Context: an optimization exercise on an open-source flow, tuned for small area and a short achievable clock period. The choices shown serve that exercise and are no tape-out recipe. At most, simulation tests tie the RTL to the original design; equivalence was not proved. Function not checked in runs 1, 2, 6 and 7: the RTL went through the layout flow alone. Power and IR drop assume default switching activity.

[flow/design.v]
module ALU(
    output [15:0] s,
    input [15:0] a,
    input [15:0] b,
    input inv,
    input cin,
    input ar,
    input la
    );
wire [15:0] bx = b ^ {16{inv}};
wire [15:0] p = a ^ bx;
wire [15:0] g = a & bx;
wire [15:0] g1, p1, g2, p2, g3, p3, g4;
genvar i;
generate for (i = 0; i < 16; i = i + 1) begin : pf
  if (i == 0) begin
    assign g1[i] = g[0] | p[0] & cin; assign p1[i] = 1'b0;
  end else if (i == 1) begin
    assign g1[i] = g[1] | p[1] & g1[0]; assign p1[i] = 1'b0;
  end else if (i % 2 == 1) begin
    assign g1[i] = g[i] | p[i] & g[i-1]; assign p1[i] = p[i] & p[i-1];
  end else begin
    assign g1[i] = g[i]; assign p1[i] = p[i];
  end
  if (i % 4 >= 2) begin
    assign g2[i] = g1[i] | p1[i] & g1[(i/4)*4+1]; assign p2[i] = p1[i] & p1[(i/4)*4+1];
  end else begin
    assign g2[i] = g1[i]; assign p2[i] = p1[i];
  end
  if (i % 8 >= 4) begin
    assign g3[i] = g2[i] | p2[i] & g2[(i/8)*8+3]; assign p3[i] = p2[i] & p2[(i/8)*8+3];
  end else begin
    assign g3[i] = g2[i]; assign p3[i] = p2[i];
  end
  if (i >= 8) begin
    assign g4[i] = g3[i] | p3[i] & g3[7];
  end else begin
    assign g4[i] = g3[i];
  end
end endgenerate
wire [15:0] c = {g4[14:0], cin};   
assign s = la ? g : p ^ (c & {16{ar}});
endmodule
module c_aoi222(output y, input a1, a2, b1, b2, c1, c2);
assign y = ~(a1 & a2 | b1 & b2 | c1 & c2);
endmodule
module c_aoi22(output y, input a1, a2, b1, b2);
assign y = ~(a1 & a2 | b1 & b2);
endmodule
module c_nand3(output y, input a, b, c);
assign y = ~(a & b & c);
endmodule
module c_nand4(output y, input a, b, c, d);
assign y = ~(a & b & c & d);
endmodule
module c_a21o(output y, input a1, a2, b1);
assign y = a1 & a2 | b1;
endmodule
module aomux8(
    output y,
    input [7:0] s,
    input [7:0] r
    );
assign y = ~(~(s[0] & r[0] | s[1] & r[1]) & ~(s[2] & r[2] | s[3] & r[3]) &
             ~(s[4] & r[4] | s[5] & r[5]) & ~(s[6] & r[6] | s[7] & r[7]));
endmodule
module regmux8(
    output [15:0] q,
    input [7:0] sel,
    input [15:0] r0, r1, r2, r3, r4, r5, r6, r7
    );
genvar i;
generate for (i = 0; i < 16; i = i + 1) begin : sl
  aomux8 u(q[i], sel, {r7[i], r6[i], r5[i], r4[i], r3[i], r2[i], r1[i], r0[i]});
end endgenerate
endmodule
module bmux(
    output [15:0] q,
    input [7:0] sel,
    input [15:0] r0, r1, r2, r3, r4, r5, r6, r7,
    input [15:0] k,
    input [15:0] x,
    input two_n
    );
wire [15:0] t0, t1, t2;
genvar i;
generate for (i = 0; i < 16; i = i + 1) begin : sl
  c_aoi222 u0(t0[i], sel[0], r0[i], sel[1], r1[i], sel[2], r2[i]);
  c_aoi222 u1(t1[i], sel[3], r3[i], sel[4], r4[i], sel[5], r5[i]);
  c_aoi222 u2(t2[i], sel[6], r6[i], sel[7], r7[i], k[i], x[i]);
  if (i == 1) begin : two
    c_nand4 u3(q[i], t0[i], t1[i], t2[i], two_n);
  end else begin : one
    c_nand3 u3(q[i], t0[i], t1[i], t2[i]);
  end
end endgenerate
endmodule
module dbgmux(
    output [15:0] q,
    input [3:0] s,
    input [15:0] r0, r1, r2, r3, r4, r5, r6, r7, ir
    );
wire [8:0] h0, h1, h2, h3;
dbgdec dec0_(h0, s);
dbgdec dec1_(h1, s);
dbgdec dec2_(h2, s);
dbgdec dec3_(h3, s);
wire [15:0] t;
genvar i;
generate for (i = 0; i < 16; i = i + 1) begin : sl
  wire [8:0] h = i < 4 ? h0 : i < 8 ? h1 : i < 12 ? h2 : h3;
  aomux8 u0(t[i], h[7:0], {r7[i], r6[i], r5[i], r4[i], r3[i], r2[i], r1[i], r0[i]});
  c_a21o u1(q[i], h[8], ir[i], t[i]);
end endgenerate
endmodule
module dbgdec(
    output [8:0] h,
    input [3:0] s
    );
assign h[0] = s == 4'd0;
assign h[1] = s == 4'd1;
assign h[2] = s == 4'd2;
assign h[3] = s == 4'd3;
assign h[4] = s == 4'd4;
assign h[5] = s == 4'd5;
assign h[6] = s == 4'd6;
assign h[7] = s == 4'd7;
assign h[8] = s == 4'd8;
endmodule
module arm16_core(
    input clk,
    input rst,
    output [15:0] mem_addr,
    input [15:0] mem_rdata,
    input [3:0] dbg_sel,
    output [15:0] dbg,
    output exec
    );
reg ex;
reg [15:0] ir;
reg [15:0] r0, r1, r2, r3, r4, r5, r6, r7;
reg [7:0] asel;             
reg [7:0] bsel;             
reg bk_lo, bk_mid, bk_hi;   
reg inv, cin, ar, la;       
assign exec = ex;
assign mem_addr = r7;
wire [15:0] m = mem_rdata;
wire m_b = m[15:13] == 3'b110;
wire m_alui = m[15:14] == 2'b10;
wire m_a7 = m_b | (m[15:11] == 5'b11100 & m[7:4] == 4'b1111);
wire [2:0] m_asel = m_a7 ? 3'd7 : m[10:8];
wire m_breg = m[15:13] == 3'b111 & m[12:11] != 2'b00;
wire m_bk8 = m[15:14] != 2'b11;
wire m_bk4 = m[15:11] == 5'b11100;
wire [2:0] m_op = m_alui ? m[13:11] : m_b ? 3'd4 : m[6:4];
wire m_anone = m_op == 3'd0 | m_op == 3'd2;   
wire fetch_next = rst | ex;   
always @(posedge clk) begin
  ex <= ~rst & ~ex;
  if (fetch_next) begin
    asel <= 8'h80;            
    bsel <= 8'h00;
    bk_lo <= 1'b0;
    bk_mid <= 1'b0;
    bk_hi <= 1'b0;
    inv <= 1'b0;
    cin <= 1'b0;
    ar <= 1'b1;
    la <= 1'b0;
  end else begin
    asel <= m_anone ? 8'h00 : 8'h01 << m_asel;
    bsel <= m_breg ? 8'h01 << m[2:0] : 8'h00;
    bk_lo <= m_bk8 | m_b | m_bk4;
    bk_mid <= m_bk8 | m_b;
    bk_hi <= m_b;
    inv <= m_op == 3'd2 | m_op == 3'd6 | m_op == 3'd7;
    cin <= m_op == 3'd6;
    ar <= m_op[2];
    la <= m_op == 3'd1;
  end
end
wire [15:0] a;
regmux8 amux_(a, asel, r0, r1, r2, r3, r4, r5, r6, r7);
wire [15:0] b;
bmux bmux_(b, bsel, r0, r1, r2, r3, r4, r5, r6, r7,
  {{8{bk_hi}}, {4{bk_mid}}, {4{bk_lo}}}, {{8{ir[8]}}, ir[7:0]}, ex);
wire [15:0] y;
ALU alu_(y, a, b, inv, cin, ar, la);
wire [15:0] wd = rst ? 16'h0 : y;
wire [2:0] dst = ir[15:14] == 2'b10 ? ir[10:8] : 3'd7;
wire we = ex & ~rst;
always @(posedge clk) begin
  if (rst | ~ex) ir <= rst ? 16'h0 : mem_rdata;
  if (rst | we & dst == 3'd0) r0 <= wd;
  if (rst | we & dst == 3'd1) r1 <= wd;
  if (rst | we & dst == 3'd2) r2 <= wd;
  if (rst | we & dst == 3'd3) r3 <= wd;
  if (rst | we & dst == 3'd4) r4 <= wd;
  if (rst | we & dst == 3'd5) r5 <= wd;
  if (rst | we & dst == 3'd6) r6 <= wd;
  if (rst | ~ex | we & dst == 3'd7) r7 <= wd;
end
dbgmux dbg_(dbg, dbg_sel, r0, r1, r2, r3, r4, r5, r6, r7, ir);
endmodule
[flow/flow/run.sh]
#!/bin/bash
# Own layout flow: the standard flow (standard synthesis, ORFS steps), with
#  - port buffers of the smallest buffer cell (every port still gets one),
#  - CTS without dummy clock loads.
# Each ORFS step writes its own log under orfs/logs/; make's output goes to make_finish.log.
set -euo pipefail
cd "$(dirname "$0")/.."
export BUFFER_PORTS_ARGS="-buffer_cell sky130_fd_sc_hd__buf_1"
export CTS_ARGS="-sink_clustering_enable -repair_clock_nets -buf_list sky130_fd_sc_hd__clkbuf_8 -dont_use_dummy_load"
bash standard.sh finish > make_finish.log 2>&1
[flow/standard.sh]
#!/bin/bash
# synth_recipe.tcl (not shown) runs the flow's synth.tcl, then flattens the netlist and writes it again
# the make line also repeats each setting of config.mk as NAME=value (left out here)
make -C /OpenROAD-flow-scripts/flow DESIGN_CONFIG=/design/flow/config.mk WORK_HOME=/design/flow/orfs CLKGATE_MAP_FILE= SYNTH_SCRIPT=/design/flow/synth_recipe.tcl "${@:-finish}"
[flow/config.mk]
export PLATFORM = sky130hd
export DESIGN_NAME = arm16_core
export DESIGN_NICKNAME = arm16_core
export VERILOG_FILES = /design/flow/design.v
export SDC_FILE = /design/flow/constraint.sdc
export NUM_CORES = 4
export LEC_CHECK = 0
export CAP_MARGIN = 20
export CORE_MARGIN = 2
export CORE_UTILIZATION = 55
export CTS_BUF_LIST = sky130_fd_sc_hd__clkbuf_8
export SETUP_SLACK_MARGIN = 4.2
export SLEW_MARGIN = 20
export SYNTH_HIERARCHICAL = 1
[flow/constraint.sdc]
create_clock -name core_clock -period 8.5 [get_ports {clk}]
set_input_delay 1.7000 -clock core_clock [delete_from_list [all_inputs] [get_ports {clk}]]
set_output_delay 1.7000 -clock core_clock [all_outputs]
set_load 0.01 [all_outputs]
==> impl_metrics.py, run 1 <==
metrics = {
    "floorplanning": {
        "num_rows": 45,
        "die_h_um": 130,
        "core-area_sq_um": 15300,
        "start_util": 0.566,
        "die_x_um": 130,
        "dieArea_sq_um": 16800,
        "ioPinCount": 55,
    },
    "worst_setup_path": {
        "max_stage_delay_ns": 0.27,
        "cp_slowest_cell": "and4b_2",
        "crit_chain": "buf_16 > buf_16 > and4b_2 > a22oi_2 > nand4_1 > a21o_1 > buf_2",
        "cp.required_ns": 6.80,
        "cp.arrival_ns": 2.98,
        "cpLargestDelayFamily": "simple AND/OR/NAND/NOR gates",
        "reg2reg_from": "asel[2]$_SDFF_PP0_",
        "worstSetupPathType": "in -> out",
        "worst-path-buf-inv": 3,
        "crit_path_frequent_cell": "buf_16",
        "start_kind": "primary input",
        "rrSetupSlack_ns": 4.40,
        "ff2ff_path_depth": 10,
        "path_max_fanout": 9,
        "cp-end-kind": "primary output",
        "r2r-end": "r0[6]$_DFFE_PP_",
    },
    "clock_network": {
        "cts_root_buffer": "clkbuf_8",
        "cts_sinks": 168,
        "cts_htree_levels": 4,
        "cts_max_path_buffers": 2,
        "cts_buffers": 17,
        "cts_tree": "yes",
        "clkTransAtPathRegs_ns": 0.08,
        "hold_buffers": 0,
        "clk-insertion-delay-late_ns": 0.48,
    },
    "min_path": {
        "min_path_cells": 2,
        "hp-start": "ex$_DFF_P_",
        "hold_path_end": "bk_lo$_SDFF_PN0_",
        "hold_class": "reg -> reg",
    },
    "detailed_routing": {
        "avgViaCountPerCell": 8.22,
        "wire_per_inst_um": 33.9,
        "ant_nets": 0,
        "first_pass_iters": 10,
        "drc_errors": 0,
        "drt-total-wl_um": 34300,
        "drt_iter0_markers": 2209,
        "vias": 8309,
    },
    "global_routing": {
        "grt_pass1_wl_um": 48500,
        "gr-total-overflow": 0,
        "groute.usage.overall": 0.401,
        "grt_pass1_vias": 7685,
        "antenna_found_initial": 0,
        "grt_max_degree": 40,
    },
    "timing": {
        "relSlewSlack": 0.231,
        "final_hold_viol_count": 0,
        "max_freq_mhz": 213,
        "period_minus_slack_ns": 4.68,
        "setup_violations": 0,
        "rsz0062_at_grt": "true",
        "finalMaxSlewViolations": 0,
        "fin_ws_ns": 3.82,
        "setup_tns_ns": 0,
        "timing.final.crit_share": 0.551,
        "tightest_slew_ns": 1.15,
        "finClkSkew_ns": 0.0378,
    },
    "logic_synthesis": {
        "synth_fp_nets": 735,
        "synth.distinct_cells": 52,
        "avgSynthCellArea_sq_um": 12.4,
        "synthArstFlopShare": 0,
        "ys_warn_count": 7,
        "synthesis.area_sq_um": 8670,
        "syn_inst": 697,
        "synth-edff-count": 144,
        "ys_ff_latch": 168,
        "synthFlopType": "edfxtp_1",
        "ys_seq_area_frac": 0.554,
    },
    "power": {
        "leakage_uw": 0.00386,
        "p_per_area_nw_per_um2": 192,
        "ir_drop_uv": 160,
    },
    "finish": {
        "diodes": 0,
        "design_area_sq_um": 10700,
        "drive_above_1_share": 0.229,
        "fin_util": 0.702,
        "area_growth_pct": 24.0,
        "nets": 840,
    },
    "place": {
        "io_buffer_count": 54,
        "place_congestion": 0.920,
        "pre_cts_slack_ns": 3.10,
        "place_area_sq_um": 9210,
        "hpwl_um": 18700,
    },
    "status": {
        "status": "no timing/DRC/antenna violations",
    },
    "job": {
        "drv_cap": 0,
    },
}
## tightest hold or removal path, stage by stage (launching register included)
cell     delay, ns
dfxtp_1       0.60
or2_2         0.27
nor2_1        0.06
## report_power, final
group,internal [uW],switching [uW]
registers,1050,143
logic,179,251
clock network,176,259
## synth_stat cells (3+ instances only)
| cell type | instances | share of area |
|---|---|---|
| dfxtp_1 | 24 | 0.055 |
| a22oi_1 | 130 | 0.11 |
| nand3_1 | 20 | 0.012 |
| nand3b_1 | 4 | 0.0035 |
| nor4b_1 | 18 | 0.018 |
| a22o_1 | 3 | 0.0030 |
| ha_1 | 16 | 0.023 |
| and4b_2 | 4 | 0.0052 |
| a222oi_1 | 48 | 0.055 |
| a21o_1 | 17 | 0.015 |
| nor3_1 | 8 | 0.0046 |
| o21ai_0 | 17 | 0.0098 |
| clkbuf_1 | 12 | 0.0052 |
| nand4_1 | 35 | 0.025 |
| nor2b_1 | 32 | 0.023 |
| and4bb_2 | 12 | 0.017 |
| nor4_1 | 7 | 0.0050 |
| o31ai_1 | 4 | 0.0035 |
| a21oi_1 | 8 | 0.0046 |
| edfxtp_1 | 144 | 0.50 |
| a31o_2 | 3 | 0.0030 |
| xnor2_1 | 8 | 0.0081 |
| nor2_1 | 20 | 0.0087 |
| nand2_1 | 36 | 0.016 |
| xor2_1 | 23 | 0.023 |
| inv_1 | 10 | 0.0043 |
## cell families after synthesis
family                   Yosys count  share of synthesized area
XOR/XNOR                          31                     0.0313
adder cells (fa/ha/maj)           16                     0.0231
AO/OA/AOI/OAI                    252                      0.234
AND/OR/NAND/NOR                  206                      0.147
flip-flops                       168                      0.554
buffers and inverters             24                     0.0104
## modules after synthesis (local to each module, per instance), excerpt
module	flops+latches	cells inside	area [sq um]
ALU	0	141	991
aomux8	0	5	36.3
arm16_core	168	280	5480
c_a21o	0	1	7.51
c_aoi222	0	1	10.0
c_nand3	0	1	5.00
c_nand4	0	1	6.26
dbgdec	0	9	90.1
## cells in the final DEF, fill, tap and decap left out, types with 4 or more instances in the layout
cell	instances
nor2_1	20
buf_2	13
a21o_1	17
nand3b_1	4
nand3_1	20
a222oi_1	48
xor2_1	23
a22oi_1	93
nor4_4	4
o21ai_0	17
and4b_2	4
buf_16	16
dfxtp_2	11
nand4_1	35
nand2_1	34
inv_1	10
nor2b_1	32
buf_6	4
buf_1	33
and4bb_4	10
dfxtp_1	13
a21oi_1	8
buf_12	6
a22oi_2	37
clkbuf_8	17
nor3_1	8
buf_4	20
edfxtp_1	144
clkbuf_16	4
nor4b_4	13
xnor2_1	8
ha_1	16
## what timing repair did
| item | in CTS | in global routing |
|---|---|---|
| gates resized for setup | 117 | 44 |
| pin swaps | 45 | 28 |
| gates cloned | 15 | 5 |
| endpoints found under the setup margin | 16 | 32 |
| buffers inserted | 14 | 3 |
## state kept, by name (all words and copies together) (netlist names)
name    cells
bsel        8
bk_hi       1
r6         16
r3         16
ex          1
bk_lo       1
r7         16
cin         1
r1         16
ir         16
asel        8
r2         16
r4         16
la          1
ar          1
r5         16
r0         16
bk_mid      1
inv         1
## worst max-delay path by stage
stage                from  endpoint  slack (ns)  cells past startpoint
2_1_floorplan  dbg_sel[0]    dbg[0]        4.24                      4
3_3_place_gp   dbg_sel[1]    dbg[3]        3.11                      7
3_5_place_dp   dbg_sel[0]    dbg[3]        3.10                      7
4_1_cts        dbg_sel[2]   dbg[10]        3.90                      7
5_1_grt        dbg_sel[1]   dbg[11]        3.80                      8
6_report       dbg_sel[0]   dbg[11]        3.82                      7
## final cells by class
type / instances / area, sq um
Sequential cell: 168 / 4820
Tap cell: 211 / 264
Fill cell: 1068 / 4570
Multi-Input combinational cell: 505 / 4320
Clock buffer: 17 / 234
Inverter: 10 / 37.5
Timing Repair Buffer: 100 / 1070
## metal layers
layer / global-route usage / part of all wire / vias up
met1: 0.533 / 0.35 / 3854
met2: 0.585 / 0.42 / 970
met3: 0.139 / 0.16 / 267
li1: - / - / 3218
met4: 0.204 / 0.069 / 0
met5: 0 / 0 / -
## through the flow
step	hold slack [ns]	std cells	total power, uW
2_1_floorplan	0.741	697	1370
3_3_place_gp	0.943	957	1520
3_5_place_dp	0.936	957	1530
4_1_cts	0.950	1003	2010
5_1_grt	0.986	1011	2110
6_report	0.975	1011	2060
==> run 2: changes to the inputs <==
--- a/flow/design.v
+++ b/flow/design.v
@@ -100,15 +100,13 @@
     input [3:0] s,
     input [15:0] r0, r1, r2, r3, r4, r5, r6, r7, ir
     );
-wire [8:0] h0, h1, h2, h3;
-dbgdec dec0_(h0, s);
-dbgdec dec1_(h1, s);
-dbgdec dec2_(h2, s);
-dbgdec dec3_(h3, s);
+wire [8:0] hl, hh;
+dbgdec decl_(hl, s);
+dbgdec dech_(hh, s);
 wire [15:0] t;
 genvar i;
 generate for (i = 0; i < 16; i = i + 1) begin : sl
-  wire [8:0] h = i < 4 ? h0 : i < 8 ? h1 : i < 12 ? h2 : h3;
+  wire [8:0] h = i < 8 ? hl : hh;
   aomux8 u0(t[i], h[7:0], {r7[i], r6[i], r5[i], r4[i], r3[i], r2[i], r1[i], r0[i]});
   c_a21o u1(q[i], h[8], ir[i], t[i]);
 end endgenerate
--- a/flow/flow/run.sh
+++ b/flow/flow/run.sh
@@ -6,5 +6,5 @@
 set -euo pipefail
 cd "$(dirname "$0")/.."
 export BUFFER_PORTS_ARGS="-buffer_cell sky130_fd_sc_hd__buf_1"
-export CTS_ARGS="-sink_clustering_enable -repair_clock_nets -buf_list sky130_fd_sc_hd__clkbuf_8 -dont_use_dummy_load"
+export CTS_ARGS="-sink_clustering_enable -repair_clock_nets -sink_clustering_size 50 -sink_clustering_max_diameter 300 -root_buf sky130_fd_sc_hd__clkbuf_8 -buf_list sky130_fd_sc_hd__clkbuf_16 -dont_use_dummy_load"
 bash standard.sh finish > make_finish.log 2>&1
--- a/flow/config.mk
+++ b/flow/config.mk
@@ -9,6 +9,6 @@
 export CORE_MARGIN = 2
 export CORE_UTILIZATION = 55
 export CTS_BUF_LIST = sky130_fd_sc_hd__clkbuf_8
-export SETUP_SLACK_MARGIN = 4.2
+export SETUP_SLACK_MARGIN = 3.9
 export SLEW_MARGIN = 20
 export SYNTH_HIERARCHICAL = 1
==> impl_metrics.py, run 2 <==
metrics = {
    "status": {
        "status": "no timing/DRC/antenna violations",
    },
    "logic_synthesis": {
        "synth_area_leaders": "edfxtp_1 51%, a22oi_1 11%, a222oi_1 5.7%",
        "synthXorXnorAreaFrac": 0.0320,
        "synth.distinct_cells": 52,
        "ys_ff_latch": 168,
        "synth_compound_area_frac": 0.239,
        "synthArstFlopShare": 0,
        "yosys.area.top_type": "edfxtp_1",
        "ys_seq_area_frac": 0.566,
        "synth_most_common_cell": "edfxtp_1",
        "synth-edff-count": 144,
        "synth_common_cells": "144 x edfxtp_1, 130 x a22oi_1, 48 x a222oi_1, 36 x nand2_1, 35 x nand4_1",
        "syn_inst": 679,
        "yosys.area.top_type_share": 0.509,
        "synth.area.mux_share": 0,
        "synthFlopType": "edfxtp_1",
        "synthAdderAreaFrac": 0.0236,
        "ys_warn_count": 7,
        "synth_fp_nets": 717,
        "synth_top_family_by_area": "compound AO/OA/AOI/OAI gates",
        "avgSynthCellArea_sq_um": 12.5,
        "yosys.area_share.simple": 0.129,
        "synthesis.area_sq_um": 8490,
    },
    "timing": {
        "tightest_slew_ns": 1.17,
        "period_minus_slack_ns": 4.62,
        "max_freq_mhz": 216,
        "setup_tns_ns": 0,
        "setup_violations": 0,
        "final_hold_viol_count": 0,
        "rsz0062_at_grt": "true",
        "finalMaxSlewViolations": 0,
        "fin_ws_ns": 3.88,
        "relSlewSlack": 0.222,
        "timing.final.crit_share": 0.544,
        "finClkSkew_ns": 0.0214,
    },
    "clock_network": {
        "cts_sinks": 168,
        "cts_tree": "yes",
        "clkTransAtPathRegs_ns": 0.07,
        "clk-insertion-delay-late_ns": 0.54,
        "hold_buffers": 0,
        "cts_max_path_buffers": 2,
        "cts_buffers": 17,
        "cts_htree_levels": 4,
        "cts_root_buffer": "clkbuf_8",
    },
    "floorplanning": {
        "core-area_sq_um": 15100,
        "die_h_um": 128,
        "dieArea_sq_um": 16400,
        "start_util": 0.561,
        "ioPinCount": 55,
        "num_rows": 45,
        "die_x_um": 128,
    },
    "power": {
        "ir_drop_uv": 143,
        "p_total_uw": 2140,
        "leakage_uw": 0.00346,
        "p_per_area_nw_per_um2": 220,
    },
    "detailed_routing": {
        "drc_errors": 0,
        "avgViaCountPerCell": 7.99,
        "first_pass_iters": 22,
        "vias": 7510,
        "drt_iter0_markers": 1824,
        "ant_nets": 0,
        "drt-total-wl_um": 30000,
        "wire_per_inst_um": 31.9,
    },
    "global_routing": {
        "gr-total-overflow": 0,
        "antenna_found_initial": 0,
        "grt_pass1_vias": 7173,
        "grt_max_degree": 40,
        "grt_pass1_wl_um": 43400,
        "groute.usage.overall": 0.367,
    },
    "worst_setup_path": {
        "crit_chain": "buf_12 > nor4b_2 > buf_4 > a22oi_1 > nand4_1 > a21o_1 > buf_2",
        "worstSetupPathType": "in -> out",
        "cp_slowest_cell": "buf_4",
        "cp-end-kind": "primary output",
        "path_max_fanout": 18,
        "cp.required_ns": 6.80,
        "max_stage_delay_ns": 0.20,
        "cp.arrival_ns": 2.92,
        "start_kind": "primary input",
    },
    "job": {
        "drv_cap": 0,
    },
    "finish": {
        "multi_input_area_sq_um": 3780,
        "drive_above_1_share": 0.105,
        "final_common_cell": "edfxtp_1",
        "final_cell_mix": "144 x edfxtp_1, 126 x a22oi_1, 48 x a222oi_1",
        "stdcell_count": 940,
        "diodes": 0,
        "nets": 792,
        "ff_latch_area_sq_um": 4810,
        "fillers": 1126,
        "area_growth_pct": 14.8,
    },
    "min_path": {
        "hold_class": "reg -> reg",
    },
    "place": {
        "pre_cts_slack_ns": 2.87,
        "placed_cells": 918,
        "io_buffer_count": 54,
        "hpwl_um": 17800,
        "place_congestion": 0.927,
    },
}
run 2: cell types whose count changed after synthesis, sizes merged:
cell | previous run | this run
and4b | 4 | 2
and4bb | 12 | 6
nor4 | 7 | 5
nor4b | 18 | 10
run 2: metal layers:
layer	share of wire	vias to the layer above	routed length, um	global-route usage
li1	-	3064	-	-
met1	0.38	3582	11500	0.516
met2	0.42	720	12500	0.516
met3	0.16	144	4730	0.129
met4	0.042	0	1250	0.154
met5	0	-	0	0
run 2: cells by family after synthesis:
group | count (synthesis)
xor gates and xnor gates | 31
buffers and inverters | 24
AOI/OAI and AO/OA | 252
DFF | 168
and+or+nand+nor | 188
adders and majority gates | 16
run 2: worst paths after layout:
| kind | end | startpoint | cells after the start | slack, ns |
|---|---|---|---|---|
| setup / recovery | dbg[12] | dbg_sel[2] | 7 | 3.88 |
| hold / removal | bk_mid$_SDFF_PN0_ | ex$_DFF_P_ | 2 | 0.89 |
| setup reg to reg | r3[6]$_DFFE_PP_ | bsel[6]$_SDFF_PP0_ | 11 | 4.24 |
| hold reg to reg | bk_mid$_SDFF_PN0_ | ex$_DFF_P_ | 2 | 0.89 |
run 2: worst max-delay path: cells and delay by family:
kind | cells | cell delay [ns]
buf+inv | 3 | 0.48
compound gates | 2 | 0.40
simple gates | 2 | 0.34
run 2: stage by stage:
step	utilization	hold WS (ns)	instance area, sq um
floorplan	-	0.741	8500
CTS	0.634	0.892	9600
detailed placement	0.597	0.864	9040
global route	0.644	0.934	9750
global placement	0.596	0.862	9030
finish	0.644	0.887	9750
run 2: cell type report:
class | instances | area share
well taps | 188 | 0.0241
repair buffers | 70 | 0.0484
inverters | 10 | 0.00385
flip-flops and latches | 168 | 0.493
clock buffers | 17 | 0.0425
multi-input cells | 487 | 0.388
run 2: modules after synthesis (local to each module, per instance), a selection:
module	flops+latches	times used
aomux8	0	32
c_a21o	0	16
c_aoi222	0	48
dbgdec	0	2
arm16_core	168	1
ALU	0	1
run 2: where the power goes:
part / total (uW) / switching (uW) / internal, uW
clock network: 608 / 275 / 333
registers: 1180 / 125 / 1060
logic: 356 / 217 / 140
run 2: repair_timing:
item	4_1_cts	5_1_grt
buffers inserted	3	1
setup endpoints to repair	16	16
resized for setup	25	20
pin swaps	4	9
cloned	0	1
==> run 3: changes to the inputs <==
--- a/flow/design.v
+++ b/flow/design.v
@@ -55,6 +55,21 @@
 endmodule
 module c_a21o(output y, input a1, a2, b1);
 assign y = a1 & a2 | b1;
+endmodule
+module c_a22o(output y, input a1, a2, b1, b2);
+assign y = a1 & a2 | b1 & b2;
+endmodule
+module regnext(
+    output [15:0] d,
+    input ld,
+    input hd,
+    input [15:0] n,
+    input [15:0] q
+    );
+genvar i;
+generate for (i = 0; i < 16; i = i + 1) begin : sl
+  c_a22o u(d[i], ld, n[i], hd, q[i]);
+end endgenerate
 endmodule
 module aomux8(
     output y,
@@ -185,19 +200,32 @@
   {{8{bk_hi}}, {4{bk_mid}}, {4{bk_lo}}}, {{8{ir[8]}}, ir[7:0]}, ex);
 wire [15:0] y;
 ALU alu_(y, a, b, inv, cin, ar, la);
-wire [15:0] wd = rst ? 16'h0 : y;
 wire [2:0] dst = ir[15:14] == 2'b10 ? ir[10:8] : 3'd7;
-wire we = ex & ~rst;
+wire [7:0] wsel = 8'h01 << dst;
+wire [7:0] ld = {8{~rst}} & ({8{ex}} & wsel | {~ex, 7'd0});
+wire [7:0] hd = {8{~rst}} & ~({8{ex}} & wsel | {~ex, 7'd0});
+wire ld_ir = ~rst & ~ex;
+wire hd_ir = ~rst & ex;
+wire [15:0] d0, d1, d2, d3, d4, d5, d6, d7, d_ir;
+regnext n0_(d0, ld[0], hd[0], y, r0);
+regnext n1_(d1, ld[1], hd[1], y, r1);
+regnext n2_(d2, ld[2], hd[2], y, r2);
+regnext n3_(d3, ld[3], hd[3], y, r3);
+regnext n4_(d4, ld[4], hd[4], y, r4);
+regnext n5_(d5, ld[5], hd[5], y, r5);
+regnext n6_(d6, ld[6], hd[6], y, r6);
+regnext n7_(d7, ld[7], hd[7], y, r7);
+regnext nir_(d_ir, ld_ir, hd_ir, mem_rdata, ir);
 always @(posedge clk) begin
-  if (rst | ~ex) ir <= rst ? 16'h0 : mem_rdata;
-  if (rst | we & dst == 3'd0) r0 <= wd;
-  if (rst | we & dst == 3'd1) r1 <= wd;
-  if (rst | we & dst == 3'd2) r2 <= wd;
-  if (rst | we & dst == 3'd3) r3 <= wd;
-  if (rst | we & dst == 3'd4) r4 <= wd;
-  if (rst | we & dst == 3'd5) r5 <= wd;
-  if (rst | we & dst == 3'd6) r6 <= wd;
-  if (rst | ~ex | we & dst == 3'd7) r7 <= wd;
+  ir <= d_ir;
+  r0 <= d0;
+  r1 <= d1;
+  r2 <= d2;
+  r3 <= d3;
+  r4 <= d4;
+  r5 <= d5;
+  r6 <= d6;
+  r7 <= d7;
 end
 dbgmux dbg_(dbg, dbg_sel, r0, r1, r2, r3, r4, r5, r6, r7, ir);
 endmodule
--- a/flow/flow/run.sh
+++ b/flow/flow/run.sh
@@ -6,5 +6,5 @@
 set -euo pipefail
 cd "$(dirname "$0")/.."
 export BUFFER_PORTS_ARGS="-buffer_cell sky130_fd_sc_hd__buf_1"
-export CTS_ARGS="-sink_clustering_enable -repair_clock_nets -sink_clustering_size 50 -sink_clustering_max_diameter 300 -root_buf sky130_fd_sc_hd__clkbuf_8 -buf_list sky130_fd_sc_hd__clkbuf_16 -dont_use_dummy_load"
+export CTS_ARGS="-sink_clustering_enable -repair_clock_nets -buf_list sky130_fd_sc_hd__clkbuf_8 -dont_use_dummy_load"
 bash standard.sh finish > make_finish.log 2>&1
--- a/flow/config.mk
+++ b/flow/config.mk
@@ -9,6 +9,6 @@
 export CORE_MARGIN = 2
 export CORE_UTILIZATION = 55
 export CTS_BUF_LIST = sky130_fd_sc_hd__clkbuf_8
-export SETUP_SLACK_MARGIN = 3.9
+export SETUP_SLACK_MARGIN = 4.2
 export SLEW_MARGIN = 20
 export SYNTH_HIERARCHICAL = 1
==> impl_metrics.py, run 3 <==
metrics = {
    "logic_synthesis": {
        "synth.distinct_cells": 57,
        "synth_area_leaders": "dfxtp_1 41%, a22o_1 16%, a22oi_1 12%",
        "synth_top_family_by_area": "compound AO/OA/AOI/OAI gates",
        "avgSynthCellArea_sq_um": 10.3,
        "yosys.area_share.simple": 0.117,
        "yosys.area.top_type_share": 0.411,
        "yosys.area.top_type": "dfxtp_1",
        "synthArstFlopShare": 0,
        "ys_ff_latch": 168,
        "synth.area.mux_share": 0,
        "ys_warn_count": 7,
        "synth_compound_area_frac": 0.405,
        "synth_fp_nets": 837,
        "synthAdderAreaFrac": 0.0244,
        "synth_most_common_cell": "dfxtp_1",
        "synthesis.area_sq_um": 8190,
        "ys_seq_area_frac": 0.411,
        "synthXorXnorAreaFrac": 0.0331,
        "synth-edff-count": 0,
        "syn_inst": 799,
        "synth_common_cells": "168 x dfxtp_1, 146 x a22o_1, 130 x a22oi_1, 48 x a222oi_1, 35 x nand4_1",
        "synthFlopType": "dfxtp_1",
    },
    "finish": {
        "fin_util": 0.686,
        "area_growth_pct": 21.7,
        "final_cell_mix": "161 x dfxtp_1, 146 x a22o_1, 89 x a22oi_1",
        "final_common_cell": "dfxtp_1",
        "fillers": 1104,
        "ff_latch_area_sq_um": 3370,
        "diodes": 0,
        "nets": 945,
        "multi_input_area_sq_um": 5180,
        "drive_above_1_share": 0.190,
    },
    "floorplanning": {
        "core-area_sq_um": 14500,
        "dieArea_sq_um": 15900,
        "num_rows": 44,
        "die_h_um": 126,
        "die_x_um": 126,
        "ioPinCount": 55,
        "start_util": 0.564,
    },
    "detailed_routing": {
        "avgViaCountPerCell": 8.54,
        "vias": 9302,
        "drt-total-wl_um": 36200,
        "ant_nets": 0,
        "wire_per_inst_um": 33.2,
        "drt_iter0_markers": 2511,
        "drc_errors": 0,
        "first_pass_iters": 13,
    },
    "global_routing": {
        "grt_pass1_wl_um": 54000,
        "grt_util_met1": 0.562,
        "use_met2": 0.637,
        "grt_util_met3": 0.190,
        "top_usage_layer": "met2",
        "groute.usage.overall": 0.446,
        "grt_pass1_vias": 9070,
        "gr-total-overflow": 0,
        "antenna_found_initial": 0,
        "grt_max_degree": 35,
    },
    "power": {
        "ir_drop_uv": 114,
        "p_per_area_nw_per_um2": 155,
        "leakage_uw": 0.00373,
    },
    "worst_setup_path": {
        "start_kind": "primary input",
        "cp-end-kind": "primary output",
        "rrSetupSlack_ns": 4.18,
        "reg2reg_from": "bsel[4]$_SDFF_PP0_",
        "cp.arrival_ns": 2.95,
        "ff2ff_path_depth": 11,
        "cp.required_ns": 6.80,
        "worstSetupPathType": "in -> out",
        "r2r-end": "r0[9]$_DFF_P_",
        "path_max_fanout": 6,
    },
    "clock_network": {
        "cts_sinks": 168,
        "clkTransAtPathRegs_ns": 0.08,
        "cts_tree": "yes",
        "hold_buffers": 0,
        "cts_root_buffer": "clkbuf_8",
        "cts_htree_levels": 4,
        "clk-insertion-delay-late_ns": 0.48,
        "cts_max_path_buffers": 2,
        "cts_buffers": 17,
    },
    "place": {
        "place_congestion": 0.932,
        "io_buffer_count": 54,
        "hpwl_um": 20000,
    },
    "min_path": {
        "hp-start": "ir[13]$_DFF_P_",
        "hold_path_end": "ir[13]$_DFF_P_",
        "hold_class": "reg -> reg",
        "min_path_cells": 1,
    },
    "timing": {
        "final_hold_viol_count": 0,
        "setup_violations": 0,
        "relSlewSlack": 0.184,
        "finClkSkew_ns": 0.0366,
        "finalMaxSlewViolations": 0,
        "timing.final.crit_share": 0.547,
        "tightest_slew_ns": 1.22,
        "period_minus_slack_ns": 4.65,
        "setup_tns_ns": 0,
        "rsz0062_at_grt": "true",
        "max_freq_mhz": 215,
    },
    "job": {
        "drv_cap": 0,
    },
    "status": {
        "status": "no timing/DRC/antenna violations",
    },
}
run 3: changes by cell type after synthesis, moves of 4 or more:
cell and delta:
a21oi_1 +6, a22o_1 +143, dfxtp_1 +144, edfxtp_1 -144, inv_1 -4, nand2_1 -7
nand2b_1 +5, nand3_1 -4, nor2_1 +5, nor2b_1 -27
run 3: layout make-up:
cell class / count / area share
sequential: 168 / 0.338
multi-input combinational: 611 / 0.520
clock buffer: 17 / 0.0235
inverter: 7 / 0.00276
timing repair buffer: 102 / 0.0927
tap: 184 / 0.0231
run 3: through the flow:
step | cells | worst slack (ns) | power, uW | instance area [sq um] | hold slack, ns
6_report | 1089 | 3.85 | 1550 | 9970 | 0.481
3_5_place_dp | 1038 | 2.75 | 1070 | 8790 | 0.460
4_1_cts | 1088 | 4.02 | 1520 | 9850 | 0.483
2_1_floorplan | 799 | 4.21 | 983 | 8270 | 0.440
3_3_place_gp | 1038 | 2.90 | 1060 | 8790 | 0.454
5_1_grt | 1089 | 3.83 | 1590 | 9970 | 0.501
run 3: critical path, stage by stage:
cell,delay (ns)
buf_16,0.13
nor4b_4,0.45
buf_6,0.22
a22oi_1,0.10
nand4_1,0.12
a21o_1,0.12
buf_6,0.11
run 3: how the worst max path moves through the flow:
stage | startpoint | end | slack (ns) | cells after the start
final | dbg_sel[3] | dbg[1] | 3.85 | 7
after global routing | dbg_sel[3] | dbg[7] | 3.83 | 7
after CTS | dbg_sel[0] | dbg[9] | 4.02 | 6
after detailed placement | dbg_sel[1] | dbg[9] | 2.75 | 6
after global placement | dbg_sel[1] | dbg[7] | 2.90 | 6
after floorplan | dbg_sel[0] | dbg[0] | 4.21 | 4
run 3: kinds of logic (layout without fill, tap and decap cells):
| kind of cell | count (synthesis) | after routing |
|---|---|---|
| compound gates | 401 | 401 |
| xor+xnor | 31 | 31 |
| fa+ha+maj | 16 | 16 |
| buf+inv | 20 | 126 |
| flops | 168 | 168 |
| simple gates | 163 | 163 |
run 3: report_power, final:
group / switching (uW) / internal (uW)
registers: 42.9 / 806
clock network: 258 / 177
logic: 164 / 98.9
total: 465 / 1080
run 3: per-module statistics from Yosys, one instance, submodules excluded, excerpt:
module | cells | area (sq um) | flops+latches
ALU | 141 | 991 | 0
aomux8 | 5 | 36.3 | 0
arm16_core | 256 | 3920 | 168
c_a21o | 1 | 7.51 | 0
c_a22o | 1 | 8.76 | 0
c_aoi222 | 1 | 10.0 | 0
c_nand3 | 1 | 5.00 | 0
c_nand4 | 1 | 6.26 | 0
dbgdec | 9 | 90.1 | 0
run 3: timing repair:
action                     4_1_cts  5_1_grt
cloned                          10        1
setup endpoints to repair       24       96
setup buffers                   23        0
gates resized for setup        112       27
pin swaps                       53       31
run 3: layer usage:
layer	wire length, um	up-vias
met5	0	-
met4	2930	0
met3	6090	341
met2	14500	1000
met1	12700	4314
li1	-	3647
==> run 4: changes to the inputs <==
--- a/flow/config.mk
+++ b/flow/config.mk
@@ -9,6 +9,6 @@
 export CORE_MARGIN = 2
 export CORE_UTILIZATION = 55
 export CTS_BUF_LIST = sky130_fd_sc_hd__clkbuf_8
-export SETUP_SLACK_MARGIN = 4.2
+export SETUP_SLACK_MARGIN = 3.6
 export SLEW_MARGIN = 20
 export SYNTH_HIERARCHICAL = 1
==> impl_metrics.py, run 4 <==
metrics = {
    "place": {
        "io_buffer_count": 54,
        "hpwl_um": 19600,
        "place_congestion": 0.932,
        "pre_cts_slack_ns": 3.22,
    },
    "timing": {
        "relSlewSlack": 0.164,
        "finalMaxSlewViolations": 0,
        "max_freq_mhz": 203,
        "tightest_slew_ns": 1.25,
        "rsz0062_at_grt": "true",
        "setup_violations": 0,
        "finClkSkew_ns": 0.0207,
        "final_hold_viol_count": 0,
        "fin_ws_ns": 3.57,
        "timing.final.crit_share": 0.579,
        "period_minus_slack_ns": 4.93,
        "setup_tns_ns": 0,
    },
    "clock_network": {
        "cts_max_path_buffers": 2,
        "cts_tree": "yes",
        "cts_sinks": 168,
        "cts_root_buffer": "clkbuf_8",
        "hold_buffers": 0,
        "cts_htree_levels": 4,
        "cts_buffers": 17,
        "clk-insertion-delay-late_ns": 0.46,
        "clkTransAtPathRegs_ns": 0.07,
    },
    "worst_setup_path": {
        "cp.required_ns": 6.80,
        "cp-end-kind": "primary output",
        "worstSetupPathType": "in -> out",
        "start_kind": "primary input",
        "cp.arrival_ns": 3.23,
        "cpLargestDelayFamily": "simple AND/OR/NAND/NOR gates",
        "worst-path-buf-inv": 2,
        "crit_chain": "clkbuf_4 > and4b_2 > a22oi_1 > nand4_1 > a21o_1 > buf_1",
        "cp_slowest_cell": "and4b_2",
        "max_stage_delay_ns": 0.40,
        "path_max_fanout": 18,
    },
    "logic_synthesis": {
        "ys_warn_count": 7,
        "synth_area_leaders": "dfxtp_1 41%, a22o_1 16%, a22oi_1 12%",
        "avgSynthCellArea_sq_um": 10.3,
        "yosys.area.top_type": "dfxtp_1",
        "ys_ff_latch": 168,
        "synth_most_common_cell": "dfxtp_1",
        "synth_fp_nets": 837,
        "synthesis.area_sq_um": 8190,
        "ys_seq_area_frac": 0.411,
        "synth-edff-count": 0,
        "yosys.area.top_type_share": 0.411,
        "synth.distinct_cells": 57,
        "syn_inst": 799,
        "synthArstFlopShare": 0,
        "synth_common_cells": "168 x dfxtp_1, 146 x a22o_1, 130 x a22oi_1, 48 x a222oi_1, 35 x nand4_1",
        "synthFlopType": "dfxtp_1",
    },
    "finish": {
        "final_cell_mix": "167 x dfxtp_1, 146 x a22o_1, 130 x a22oi_1",
        "final_common_cell": "dfxtp_1",
        "drive_above_1_share": 0.0873,
        "nets": 922,
        "diodes": 0,
        "area_growth_pct": 11.0,
    },
    "floorplanning": {
        "ioPinCount": 55,
        "die_x_um": 126,
        "die_h_um": 126,
        "start_util": 0.564,
        "core-area_sq_um": 14500,
        "num_rows": 44,
        "dieArea_sq_um": 15900,
    },
    "global_routing": {
        "grt_max_degree": 35,
        "groute.usage.overall": 0.410,
        "grt_pass1_wl_um": 49700,
        "grt_pass1_vias": 8219,
        "gr-total-overflow": 0,
        "antenna_found_initial": 0,
    },
    "detailed_routing": {
        "ant_nets": 0,
        "drc_errors": 0,
        "drt-total-wl_um": 33300,
        "first_pass_iters": 9,
        "drt_iter0_markers": 1869,
        "vias": 8724,
        "wire_per_inst_um": 31.3,
        "avgViaCountPerCell": 8.18,
    },
    "power": {
        "p_total_uw": 1500,
        "leakage_uw": 0.00336,
        "ir_drop_uv": 107,
        "p_per_area_nw_per_um2": 165,
    },
    "status": {
        "status": "no timing/DRC/antenna violations",
    },
    "min_path": {
        "hold_class": "reg -> reg",
    },
    "job": {
        "drv_cap": 0,
    },
}
run 4: changes by cell type in the layout (fill, tap and decap cells not counted), moves of 14 or more:
cell / previous run / this run
a22oi_1: 89 / 130
a22oi_2: 41 / 0
buf_1: 34 / 50
buf_2: 15 / 0
buf_16: 14 / 0
run 4: area by class of cell:
class | instances | area, sq um
Fill cell | 1244 | 5440
Timing Repair Buffer | 79 | 409
Tap cell | 184 | 230
Clock buffer | 17 | 234
Multi-Input combinational cell | 611 | 4830
Inverter | 7 | 27.5
Sequential cell | 168 | 3360
run 4: stage by stage:
stage	area, sq um	hold slack [ns]	util	std cells
detailed placement	8790	0.457	0.605	1047
global route	9090	0.515	0.626	1066
finish	9090	0.480	0.626	1066
floorplan	8190	0.440	-	799
CTS	9050	0.479	0.623	1064
global placement	8790	0.452	0.605	1047
run 4: repair_timing:
item                                    CTS  global route
pin swaps                                 0             3
endpoints found under the setup margin   16             7
endpoints found under the hold margin     0             0
gates cloned                              0             0
setup buffers                             0             1
gates resized for setup                   6             6
run 4: path summary, 6_finish.rpt:
kind,start,end,slack [ns],cells after the start
max,dbg_sel[1],dbg[10],3.57,6
min,ir[12]$_DFF_P_,ir[12]$_DFF_P_,0.48,1
max reg2reg,bsel[0]$_SDFF_PP0_,r5[6]$_DFF_P_,3.86,11
min reg2reg,ir[12]$_DFF_P_,ir[12]$_DFF_P_,0.48,1
run 4: worst register-to-register path: stages (launching register included):
cell      delay [ns]
dfxtp_1         1.09
a222oi_1        0.28
nand3_1         0.19
xor2_1          0.16
ha_1            0.29
a211oi_1        0.42
nor3_1          0.19
a221oi_1        0.52
o21ai_0         0.23
xnor2_1         0.17
o21ai_0         0.75
a22o_1          0.27
run 4: cells by family (layout without fill, tap and decap cells):
kind of cell             Yosys count  in the layout  share of synthesized area
AO/OA/AOI/OAI                    401            401                      0.405
flip-flops                       168            168                      0.411
AND/OR/NAND/NOR                  163            163                      0.117
XOR/XNOR                          31             31                     0.0331
buffers and inverters             20            103                     0.0104
adder cells (fa/ha/maj)           16             16                     0.0244
run 4: where the power goes:
group / switching, uW / internal (uW)
registers: 38.0 / 806
logic: 150 / 72.4
clock network: 255 / 177
run 4: routing by layer:
layer  track usage  wire length (um)  vias up  share of wire
li1              -                 -     3602              -
met1         0.535             12400     4066           0.37
met2         0.557             13200      852           0.40
met3         0.205              5720      204           0.17
met4         0.209              2020        0          0.061
met5             0                 0        -              0
run 4: per-module statistics from Yosys, one instance, submodules excluded, excerpt:
module	cells	area, sq um	times used	flops+latches
arm16_core	256	3920	1	168
c_a22o	1	8.76	144	0
aomux8	5	36.3	32	0
c_nand4	1	6.26	1	0
c_a21o	1	7.51	16	0
dbgdec	9	90.1	2	0
==> run 5: changes to the inputs <==
--- a/flow/config.mk
+++ b/flow/config.mk
@@ -9,6 +9,6 @@
 export CORE_MARGIN = 2
 export CORE_UTILIZATION = 55
 export CTS_BUF_LIST = sky130_fd_sc_hd__clkbuf_8
-export SETUP_SLACK_MARGIN = 3.6
+export SETUP_SLACK_MARGIN = 3.9
 export SLEW_MARGIN = 20
 export SYNTH_HIERARCHICAL = 1
==> impl_metrics.py, run 5 <==
metrics = {
    "clock_network": {
        "cts_root_buffer": "clkbuf_8",
        "cts_tree": "yes",
        "cts_max_path_buffers": 2,
        "hold_buffers": 0,
        "cts_sinks": 168,
        "cts_buffers": 17,
        "cts_htree_levels": 4,
        "clkTransAtPathRegs_ns": 0.07,
        "clk-insertion-delay-late_ns": 0.47,
    },
    "timing": {
        "rsz0062_at_grt": "true",
        "max_freq_mhz": 214,
        "period_minus_slack_ns": 4.66,
        "finalMaxSlewViolations": 0,
        "relSlewSlack": 0.203,
        "timing.final.crit_share": 0.549,
        "finClkSkew_ns": 0.0290,
        "final_hold_viol_count": 0,
        "tightest_slew_ns": 1.19,
        "setup_violations": 0,
        "setup_tns_ns": 0,
    },
    "worst_setup_path": {
        "ff2ff_path_depth": 11,
        "r2r-end": "r5[6]$_DFF_P_",
        "reg2reg_from": "bsel[2]$_SDFF_PP0_",
        "start_kind": "primary input",
        "cp.required_ns": 6.80,
        "worstSetupPathType": "in -> out",
        "path_max_fanout": 18,
        "rrSetupSlack_ns": 3.94,
        "cp.arrival_ns": 2.96,
        "cp-end-kind": "primary output",
    },
    "detailed_routing": {
        "wire_per_inst_um": 31.8,
        "drt-total-wl_um": 34100,
        "vias": 8886,
        "first_pass_iters": 12,
        "avgViaCountPerCell": 8.30,
        "ant_nets": 0,
        "drt_iter0_markers": 2002,
        "drc_errors": 0,
    },
    "finish": {
        "nets": 926,
        "final_common_cell": "dfxtp_1",
        "diodes": 0,
        "fillers": 1200,
        "drive_above_1_share": 0.115,
        "design_area_sq_um": 9390,
        "area_growth_pct": 14.6,
        "final_cell_mix": "167 x dfxtp_1, 146 x a22o_1, 120 x a22oi_1",
    },
    "logic_synthesis": {
        "synth.distinct_cells": 57,
        "synthArstFlopShare": 0,
        "synthesis.area_sq_um": 8190,
        "synth-edff-count": 0,
        "syn_inst": 799,
        "ys_warn_count": 7,
        "ys_seq_area_frac": 0.411,
        "synth_most_common_cell": "dfxtp_1",
        "ys_ff_latch": 168,
        "yosys.area.top_type": "dfxtp_1",
        "avgSynthCellArea_sq_um": 10.3,
        "synth_fp_nets": 837,
        "synthFlopType": "dfxtp_1",
        "synth_common_cells": "168 x dfxtp_1, 146 x a22o_1, 130 x a22oi_1, 48 x a222oi_1, 35 x nand4_1",
        "synth_area_leaders": "dfxtp_1 41%, a22o_1 16%, a22oi_1 12%",
        "yosys.area.top_type_share": 0.411,
    },
    "min_path": {
        "hold_path_end": "ir[13]$_DFF_P_",
        "hp-start": "ir[13]$_DFF_P_",
        "min_path_cells": 1,
        "hold_class": "reg -> reg",
    },
    "place": {
        "place_congestion": 0.944,
        "place_area_sq_um": 8810,
        "hpwl_um": 20200,
        "io_buffer_count": 54,
    },
    "floorplanning": {
        "die_h_um": 126,
        "core-area_sq_um": 14500,
        "num_rows": 44,
        "start_util": 0.564,
        "ioPinCount": 55,
        "die_x_um": 126,
        "dieArea_sq_um": 15900,
    },
    "global_routing": {
        "gr-total-overflow": 0,
        "antenna_found_initial": 0,
        "grt_pass1_wl_um": 49800,
        "grt_pass1_vias": 8348,
        "grt_max_degree": 35,
        "groute.usage.overall": 0.412,
    },
    "status": {
        "status": "no timing/DRC/antenna violations",
    },
    "power": {
        "ir_drop_uv": 106,
        "p_per_area_nw_per_um2": 161,
        "leakage_uw": 0.00346,
    },
    "job": {
        "drv_cap": 0,
    },
}
## run 5: cell counts after synthesis
No cell type changed its count.
## run 5: report_power, final
group,switching [uW],internal (uW)
Sequential,37.3,806
Combinational,156,80.9
Clock,260,177
## run 5: layout make-up
cell class / count / area [sq um] / area share
Clock buffer: 17 / 234 / 0.0249
Inverter: 7 / 27.5 / 0.00293
Multi-Input combinational cell: 611 / 4960 / 0.528
Sequential cell: 168 / 3360 / 0.358
Tap cell: 184 / 230 / 0.0245
Timing Repair Buffer: 83 / 578 / 0.0616
## run 5: cells by family after synthesis
family	share of synthesized area
compound gates	0.405
flops	0.411
simple gates	0.117
xor+xnor	0.0331
buf+inv	0.0104
fa+ha+maj	0.0244
## run 5: worst max-delay path, stage by stage
cell and delay, ns:
buf_12 0.14, nor4_2 0.30, buf_4 0.28, a22oi_1 0.13, nand4_1 0.14, a21o_1 0.11, buf_1 0.15
## run 5: worst max-delay path by stage
stage,start,to,slack (ns),depth (start not counted)
after floorplan,dbg_sel[1],dbg[0],3.93,4
after global placement,dbg_sel[1],dbg[7],3.19,6
after detailed placement,dbg_sel[1],dbg[7],3.05,6
after CTS,dbg_sel[2],dbg[13],3.90,7
after global routing,dbg_sel[0],dbg[12],3.84,7
final,dbg_sel[0],dbg[9],3.84,7
## run 5: timing repair
action / in CTS / in global routing
cloned: 0 / 2
endpoints found under the hold margin: 0 / 0
resized for setup: 27 / 24
pin swaps: 3 / 9
setup endpoints to repair: 16 / 24
buffers inserted: 3 / 0
## run 5: stage by stage
stage / utilization / setup WS [ns] / power (uW) / hold WS (ns) / cells
after floorplan: - / 3.93 / 982 / 0.440 / 799
after global placement: 0.606 / 3.19 / 1060 / 0.454 / 1048
after detailed placement: 0.606 / 3.05 / 1070 / 0.456 / 1048
after CTS: 0.634 / 3.90 / 1490 / 0.478 / 1068
after global routing: 0.646 / 3.84 / 1550 / 0.488 / 1070
final: 0.646 / 3.84 / 1520 / 0.478 / 1070
## run 5: layer usage
layer	track usage	vias to the layer above	wire (um)
met3	0.204	243	5730
met5	0	-	0
met1	0.527	4175	12500
li1	-	3607	-
met2	0.571	861	13400
met4	0.211	0	2440
## run 5: modules after synthesis, one instance, submodules excluded, excerpt
| module | cells | flops+latches |
|---|---|---|
| ALU | 141 | 0 |
| aomux8 | 5 | 0 |
| arm16_core | 256 | 168 |
| c_a21o | 1 | 0 |
| c_a22o | 1 | 0 |
| c_aoi222 | 1 | 0 |
| c_nand3 | 1 | 0 |
| c_nand4 | 1 | 0 |
| dbgdec | 9 | 0 |
==> run 6: changes to the inputs <==
--- a/flow/design.v
+++ b/flow/design.v
@@ -110,14 +110,40 @@
   end
 end endgenerate
 endmodule
+module c_inv(output y, input a);
+assign y = ~a;
+endmodule
+module c_nand2(output y, input a, b);
+assign y = ~(a & b);
+endmodule
+module c_nor2(output y, input a, b);
+assign y = ~(a | b);
+endmodule
 module dbgmux(
     output [15:0] q,
     input [3:0] s,
     input [15:0] r0, r1, r2, r3, r4, r5, r6, r7, ir
     );
-wire [8:0] hl, hh;
-dbgdec decl_(hl, s);
-dbgdec dech_(hh, s);
+wire [3:0] sn;
+c_inv i0_(sn[0], s[0]);
+c_inv i1_(sn[1], s[1]);
+c_inv i2_(sn[2], s[2]);
+c_inv i3_(sn[3], s[3]);
+wire [3:0] lo_n;   
+wire [2:0] hi_n;   
+c_nand2 l0_(lo_n[0], sn[1], sn[0]);
+c_nand2 l1_(lo_n[1], sn[1], s[0]);
+c_nand2 l2_(lo_n[2], s[1], sn[0]);
+c_nand2 l3_(lo_n[3], s[1], s[0]);
+c_nand2 h0_(hi_n[0], sn[3], sn[2]);
+c_nand2 h1_(hi_n[1], sn[3], s[2]);
+c_nand2 h2_(hi_n[2], s[3], sn[2]);
+wire [8:0] hl, hh;   
+genvar j;
+generate for (j = 0; j < 9; j = j + 1) begin : dec
+  c_nor2 ul(hl[j], lo_n[j % 4], hi_n[j / 4]);
+  c_nor2 uh(hh[j], lo_n[j % 4], hi_n[j / 4]);
+end endgenerate
 wire [15:0] t;
 genvar i;
 generate for (i = 0; i < 16; i = i + 1) begin : sl
@@ -125,20 +151,6 @@
   aomux8 u0(t[i], h[7:0], {r7[i], r6[i], r5[i], r4[i], r3[i], r2[i], r1[i], r0[i]});
   c_a21o u1(q[i], h[8], ir[i], t[i]);
 end endgenerate
-endmodule
-module dbgdec(
-    output [8:0] h,
-    input [3:0] s
-    );
-assign h[0] = s == 4'd0;
-assign h[1] = s == 4'd1;
-assign h[2] = s == 4'd2;
-assign h[3] = s == 4'd3;
-assign h[4] = s == 4'd4;
-assign h[5] = s == 4'd5;
-assign h[6] = s == 4'd6;
-assign h[7] = s == 4'd7;
-assign h[8] = s == 4'd8;
 endmodule
 module arm16_core(
     input clk,
==> impl_metrics.py, run 6 <==
metrics = {
    "status": {
        "status": "no timing/DRC/antenna violations",
    },
    "finish": {
        "nets": 938,
        "drive_above_1_share": 0.145,
        "final_cell_mix": "168 x dfxtp_1, 147 x a22o_1, 119 x a22oi_1",
        "fin_util": 0.654,
        "area_growth_pct": 16.4,
        "final_common_cell": "dfxtp_1",
        "fillers": 1173,
        "diodes": 0,
        "ff_latch_area_sq_um": 3360,
        "multi_input_area_sq_um": 4990,
    },
    "logic_synthesis": {
        "ys_warn_count": 7,
        "synth_most_common_cell": "dfxtp_1",
        "ys_seq_area_frac": 0.413,
        "synthFlopType": "dfxtp_1",
        "synthesis.area_sq_um": 8140,
        "synth_fp_nets": 844,
        "synth_area_leaders": "dfxtp_1 41%, a22o_1 16%, a22oi_1 12%",
        "synth.distinct_cells": 56,
        "avgSynthCellArea_sq_um": 10.1,
        "syn_inst": 806,
        "ys_ff_latch": 168,
        "synth_common_cells": "168 x dfxtp_1, 147 x a22o_1, 130 x a22oi_1, 48 x a222oi_1, 40 x nor2_1",
        "synth-edff-count": 0,
        "yosys.area.top_type_share": 0.413,
        "yosys.area.top_type": "dfxtp_1",
        "synthArstFlopShare": 0,
    },
    "job": {
        "drv_cap": 0,
    },
    "global_routing": {
        "grt_max_degree": 34,
        "groute.usage.overall": 0.417,
        "grt_pass1_vias": 8297,
        "gr-total-overflow": 0,
        "grt_pass1_wl_um": 50600,
        "antenna_found_initial": 0,
    },
    "timing": {
        "final_hold_viol_count": 0,
        "relSlewSlack": 0.139,
        "setup_tns_ns": 0,
        "period_minus_slack_ns": 4.65,
        "timing.final.crit_share": 0.547,
        "finalMaxSlewViolations": 0,
        "setup_violations": 0,
        "finClkSkew_ns": 0.0284,
        "rsz0062_at_grt": "true",
        "tightest_slew_ns": 1.29,
        "max_freq_mhz": 215,
    },
    "floorplanning": {
        "die_x_um": 126,
        "ioPinCount": 55,
        "die_h_um": 126,
        "num_rows": 44,
        "start_util": 0.562,
        "core-area_sq_um": 14500,
        "dieArea_sq_um": 15800,
    },
    "worst_setup_path": {
        "cp.required_ns": 6.80,
        "path_max_fanout": 8,
        "cp.arrival_ns": 2.95,
        "start_kind": "primary input",
        "worstSetupPathType": "in -> out",
        "cp-end-kind": "primary output",
    },
    "place": {
        "hpwl_um": 20500,
        "io_buffer_count": 54,
        "place_congestion": 0.999,
    },
    "min_path": {
        "hold_class": "reg -> reg",
    },
    "clock_network": {
        "clkTransAtPathRegs_ns": 0.08,
        "cts_max_path_buffers": 2,
        "cts_buffers": 17,
        "clk-insertion-delay-late_ns": 0.48,
        "hold_buffers": 0,
        "cts_sinks": 168,
        "cts_root_buffer": "clkbuf_8",
        "cts_htree_levels": 4,
        "cts_tree": "yes",
    },
    "detailed_routing": {
        "avgViaCountPerCell": 8.21,
        "drt-total-wl_um": 33900,
        "ant_nets": 0,
        "drt_iter0_markers": 2664,
        "wire_per_inst_um": 31.4,
        "first_pass_iters": 15,
        "vias": 8882,
        "drc_errors": 0,
    },
    "power": {
        "switching_share": 0.301,
        "power_frac_seq": 0.551,
        "internal-power_uw": 1060,
        "p_per_area_nw_per_um2": 161,
        "p_comb_frac": 0.165,
        "clkPwrFrac": 0.283,
        "ir_drop_uv": 145,
        "leakage_uw": 0.00354,
        "p_switching_uw": 457,
    },
}
run 6: cell count changes in the layout (fill, tap and decap cells not counted), moves of 4 or more:
cell | previous run | this run
a22oi_2 | 10 | 14
and4bb_4 | 4 | 0
buf_1 | 46 | 40
buf_4 | 24 | 28
nand2_8 | 0 | 4
nor2_4 | 2 | 17
o21ai_0 | 16 | 7
o21ai_1 | 1 | 10
run 6: final timing paths:
check	startpoint	end	slack, ns	depth (start not counted)
max	dbg_sel[3]	dbg[12]	3.85	9
min	ir[11]$_DFF_P_	ir[11]$_DFF_P_	0.48	1
max reg2reg	bsel[0]$_SDFF_PP0_	r1[12]$_DFF_P_	3.94	11
min reg2reg	ir[11]$_DFF_P_	ir[11]$_DFF_P_	0.48	1
run 6: critical path: stages:
cell and delay (ns):
buf_8 0.09, inv_8 0.04, nand2_8 0.13, nor2_4 0.05, buf_12 0.14, a22oi_1 0.16, nand4_1 0.24, a21o_1 0.23
buf_2 0.13
run 6: cell families after synthesis:
family,Yosys count,synth area share
flops,168,0.413
xor+xnor,30,0.0323
compound gates,403,0.411
buf+inv,22,0.0125
fa+ha+maj,16,0.0246
simple gates,167,0.106
run 6: per-stage QoR:
step                setup slack [ns]  cells  hold slack [ns]  area (sq um)  total power [uW]
finish                          3.85   1082            0.481          9480              1520
global route                    3.84   1082            0.525          9480              1560
CTS                             3.90   1078            0.482          9320              1500
detailed placement              3.32   1049            0.459          8690              1070
global placement                3.38   1049            0.454          8690              1060
floorplan                       4.22    806            0.440          8140               983
run 6: timing repair:
action                                  4_1_cts  5_1_grt
endpoints found under the hold margin         0        0
resized for setup                            72       28
endpoints found under the setup margin       16       16
gates cloned                                  0        0
pin swaps                                    13       16
setup buffers                                12        4
run 6: power groups by stage:
stage	combinational [uW]	clock, uW	sequential (uW)
2_1_floorplan	135	0	848
5_1_grt	263	461	839
3_3_place_gp	210	0	853
4_1_cts	234	428	835
3_5_place_dp	217	0	853
6_report	251	431	839
run 6: cell type report:
type / count / area share
tap: 184 / 0.0243
sequential: 168 / 0.355
multi-input combinational: 616 / 0.527
clock buffer: 17 / 0.0247
inverter: 8 / 0.00489
timing repair buffer: 89 / 0.0646
run 6: modules after synthesis, one instance, submodules excluded, excerpt:
module	times used	cells	flops+latches	area, sq um
c_inv	4	1	0	3.75
c_a22o	144	1	0	8.76
arm16_core	1	256	168	3920
c_nand2	7	1	0	3.75
ALU	1	137	0	1010
aomux8	32	5	0	36.3
c_nand3	15	1	0	5.00
c_aoi222	48	1	0	10.0
c_nor2	18	1	0	3.75
c_nand4	1	1	0	6.26
c_a21o	16	1	0	7.51
run 6: routing by layer:
metal / vias up / track usage / wire length (um)
li1: 3618 / - / -
met1: 4151 / 0.564 / 12800
met2: 888 / 0.581 / 13400
met3: 225 / 0.170 / 5630
met4: 0 / 0.195 / 2120
met5: - / 0.00619 / 0
==> run 7: changes to the inputs <==
--- a/flow/config.mk
+++ b/flow/config.mk
@@ -9,6 +9,6 @@
 export CORE_MARGIN = 2
 export CORE_UTILIZATION = 55
 export CTS_BUF_LIST = sky130_fd_sc_hd__clkbuf_8
-export SETUP_SLACK_MARGIN = 3.9
+export SETUP_SLACK_MARGIN = 4.2
 export SLEW_MARGIN = 20
 export SYNTH_HIERARCHICAL = 1
==> impl_metrics.py, run 7 <==
metrics = {
    "floorplanning": {
        "dieArea_sq_um": 15800,
        "num_rows": 44,
        "die_h_um": 126,
        "core-area_sq_um": 14500,
        "die_x_um": 126,
        "start_util": 0.562,
        "ioPinCount": 55,
    },
    "logic_synthesis": {
        "synthArstFlopShare": 0,
        "synthesis.area_sq_um": 8140,
        "synth_common_cells": "168 x dfxtp_1, 147 x a22o_1, 130 x a22oi_1, 48 x a222oi_1, 40 x nor2_1",
        "syn_inst": 806,
        "ys_seq_area_frac": 0.413,
        "synth_most_common_cell": "dfxtp_1",
        "synth.distinct_cells": 56,
        "avgSynthCellArea_sq_um": 10.1,
        "yosys.area.top_type": "dfxtp_1",
        "synth_area_leaders": "dfxtp_1 41%, a22o_1 16%, a22oi_1 12%",
        "synth-edff-count": 0,
        "ys_warn_count": 7,
        "yosys.area.top_type_share": 0.413,
        "synthFlopType": "dfxtp_1",
        "synth_fp_nets": 844,
        "ys_ff_latch": 168,
    },
    "global_routing": {
        "grt_max_degree": 34,
        "groute.usage.overall": 0.421,
        "gr-total-overflow": 0,
        "grt_pass1_wl_um": 51000,
        "grt_pass1_vias": 8285,
        "antenna_found_initial": 0,
    },
    "finish": {
        "nets": 940,
        "final_cell_mix": "167 x dfxtp_1, 147 x a22o_1, 101 x a22oi_1",
        "final_common_cell": "dfxtp_1",
        "area_growth_pct": 18.8,
        "diodes": 0,
        "fin_util": 0.668,
        "drive_above_1_share": 0.178,
    },
    "clock_network": {
        "cts_sinks": 168,
        "clk-insertion-delay-late_ns": 0.48,
        "hold_buffers": 0,
        "cts_max_path_buffers": 2,
        "cts_root_buffer": "clkbuf_8",
        "cts_buffers": 17,
        "cts_htree_levels": 4,
        "clkTransAtPathRegs_ns": 0.08,
        "cts_tree": "yes",
    },
    "worst_setup_path": {
        "start_kind": "primary input",
        "rrSetupSlack_ns": 4.18,
        "cp.required_ns": 6.80,
        "r2r-end": "r4[5]$_DFF_P_",
        "cp-endpoint": "dbg[10]",
        "startpoint": "dbg_sel[3]",
        "reg2reg_from": "bsel[2]$_SDFF_PP0_",
        "worstSetupPathType": "in -> out",
        "path_max_fanout": 8,
        "cp.arrival_ns": 2.96,
        "cp-end-kind": "primary output",
        "ff2ff_path_depth": 10,
    },
    "power": {
        "ir_drop_uv": 146,
        "leakage_uw": 0.00358,
        "p_per_area_nw_per_um2": 158,
    },
    "detailed_routing": {
        "drt-total-wl_um": 34500,
        "vias": 8955,
        "ant_nets": 0,
        "first_pass_iters": 14,
        "drc_errors": 0,
        "avgViaCountPerCell": 8.26,
        "wire_per_inst_um": 31.8,
        "drt_iter0_markers": 2672,
    },
    "timing": {
        "final_hold_viol_count": 0,
        "fin_ws_ns": 3.84,
        "setup_violations": 0,
        "setup_tns_ns": 0,
        "finClkSkew_ns": 0.0265,
        "relSlewSlack": 0.162,
        "rsz0062_at_grt": "true",
        "timing.final.crit_share": 0.549,
        "finalMaxSlewViolations": 0,
        "tightest_slew_ns": 1.25,
        "max_freq_mhz": 214,
        "period_minus_slack_ns": 4.66,
    },
    "place": {
        "place_congestion": 0.999,
        "hpwl_um": 20500,
        "io_buffer_count": 54,
        "pre_cts_slack_ns": 3.32,
    },
    "min_path": {
        "hp-start": "ir[11]$_DFF_P_",
        "hold_class": "reg -> reg",
    },
    "status": {
        "status": "no timing/DRC/antenna violations",
    },
    "job": {
        "drv_cap": 0,
    },
}
[run 7: cell types whose count changed in the layout (fill, tap and decap cells not counted), moves of 4 or more]
| cell | before | now |
|---|---|---|
| clkbuf_2 | 7 | 3 |
| a22oi_1 | 119 | 101 |
| o21ai_1 | 10 | 6 |
| a22oi_2 | 14 | 32 |
| buf_2 | 3 | 11 |
| buf_1 | 40 | 36 |
| o21ai_2 | 1 | 5 |
[run 7: per-module statistics from Yosys (local to each module, per instance), a selection]
module | area (sq um) | cells inside | flip-flops and latches
arm16_core | 3920 | 256 | 168
ALU | 1010 | 137 | 0
aomux8 | 36.3 | 5 | 0
c_aoi222 | 10.0 | 1 | 0
c_a22o | 8.76 | 1 | 0
c_a21o | 7.51 | 1 | 0
c_nand4 | 6.26 | 1 | 0
c_nand3 | 5.00 | 1 | 0
c_inv | 3.75 | 1 | 0
c_nand2 | 3.75 | 1 | 0
c_nor2 | 3.75 | 1 | 0
[run 7: metal layers]
layer	GRT usage	wire length, um
met2	0.584	13800
met5	0	0
met4	0.187	2210
met1	0.570	12700
met3	0.178	5860
[run 7: final cells by class]
type / instances / area (sq um)
fill: 1134 / 4810
tap: 184 / 230
inverter: 8 / 56.3
timing repair buffer: 91 / 662
multi-input combinational: 616 / 5120
clock buffer: 17 / 234
sequential: 168 / 3360
[run 7: cells by family (layout without fill, tap and decap cells)]
logic type / after synthesis / count (layout) / share of synthesized area
AOI/OAI and AO/OA: 403 / 403 / 0.411
xor gates and xnor gates: 30 / 30 / 0.0323
buffers and inverters: 22 / 116 / 0.0125
DFF: 168 / 168 / 0.413
adders and majority gates: 16 / 16 / 0.0246
and+or+nand+nor: 167 / 167 / 0.106
[run 7: critical path, cell delays in order]
cell and delay, ns:
buf_8 0.09, inv_8 0.04, nand2_8 0.12, nor2_4 0.06, buf_12 0.15, a22oi_2 0.15
nand4_1 0.26, a21o_1 0.24, buf_2 0.13
[run 7: worst min-delay path by stage]
stage	to	slack [ns]	depth (start not counted)
finish	ir[11]$_DFF_P_	0.48	1
global placement	ir[12]$_DFF_P_	0.45	1
global route	ir[12]$_DFF_P_	0.53	1
CTS	ir[11]$_DFF_P_	0.48	1
floorplan	ir[11]$_DFF_P_	0.44	1
detailed placement	ir[11]$_DFF_P_	0.46	1
[run 7: through the flow]
step | cells | cell area [sq um] | hold WS [ns] | total power (uW)
floorplan | 806 | 8140 | 0.440 | 983
global placement | 1049 | 8690 | 0.454 | 1060
detailed placement | 1049 | 8690 | 0.459 | 1070
CTS | 1079 | 9440 | 0.482 | 1500
global route | 1084 | 9670 | 0.525 | 1570
finish | 1084 | 9670 | 0.478 | 1530
[run 7: what timing repair did]
action	CTS	global route
resized for setup	103	35
setup endpoints to repair	16	72
hold endpoints to repair	0	0
setup buffers	13	5
pin swaps	34	21
[run 7: where the power goes]
| group | total [uW] | internal [uW] | leakage [uW] | switching, uW |
|---|---|---|---|---|
| logic | 259 | 84.5 | 0.00210 | 174 |
| registers | 839 | 806 | 0.00136 | 33.3 |
| clock network | 430 | 176 | 0.000122 | 253 |
| total | 1530 | 1070 | 0.00358 | 461 |

Re-timed with assumed drivers on the ports (clkbuf_16 on the clock, buf_2 on other inputs), run 7 has 3.768 ns of setup slack against 3.837 ns with ideal ports, and 3.768 ns once port delays also move by the mid clock arrival of 0.506 ns.
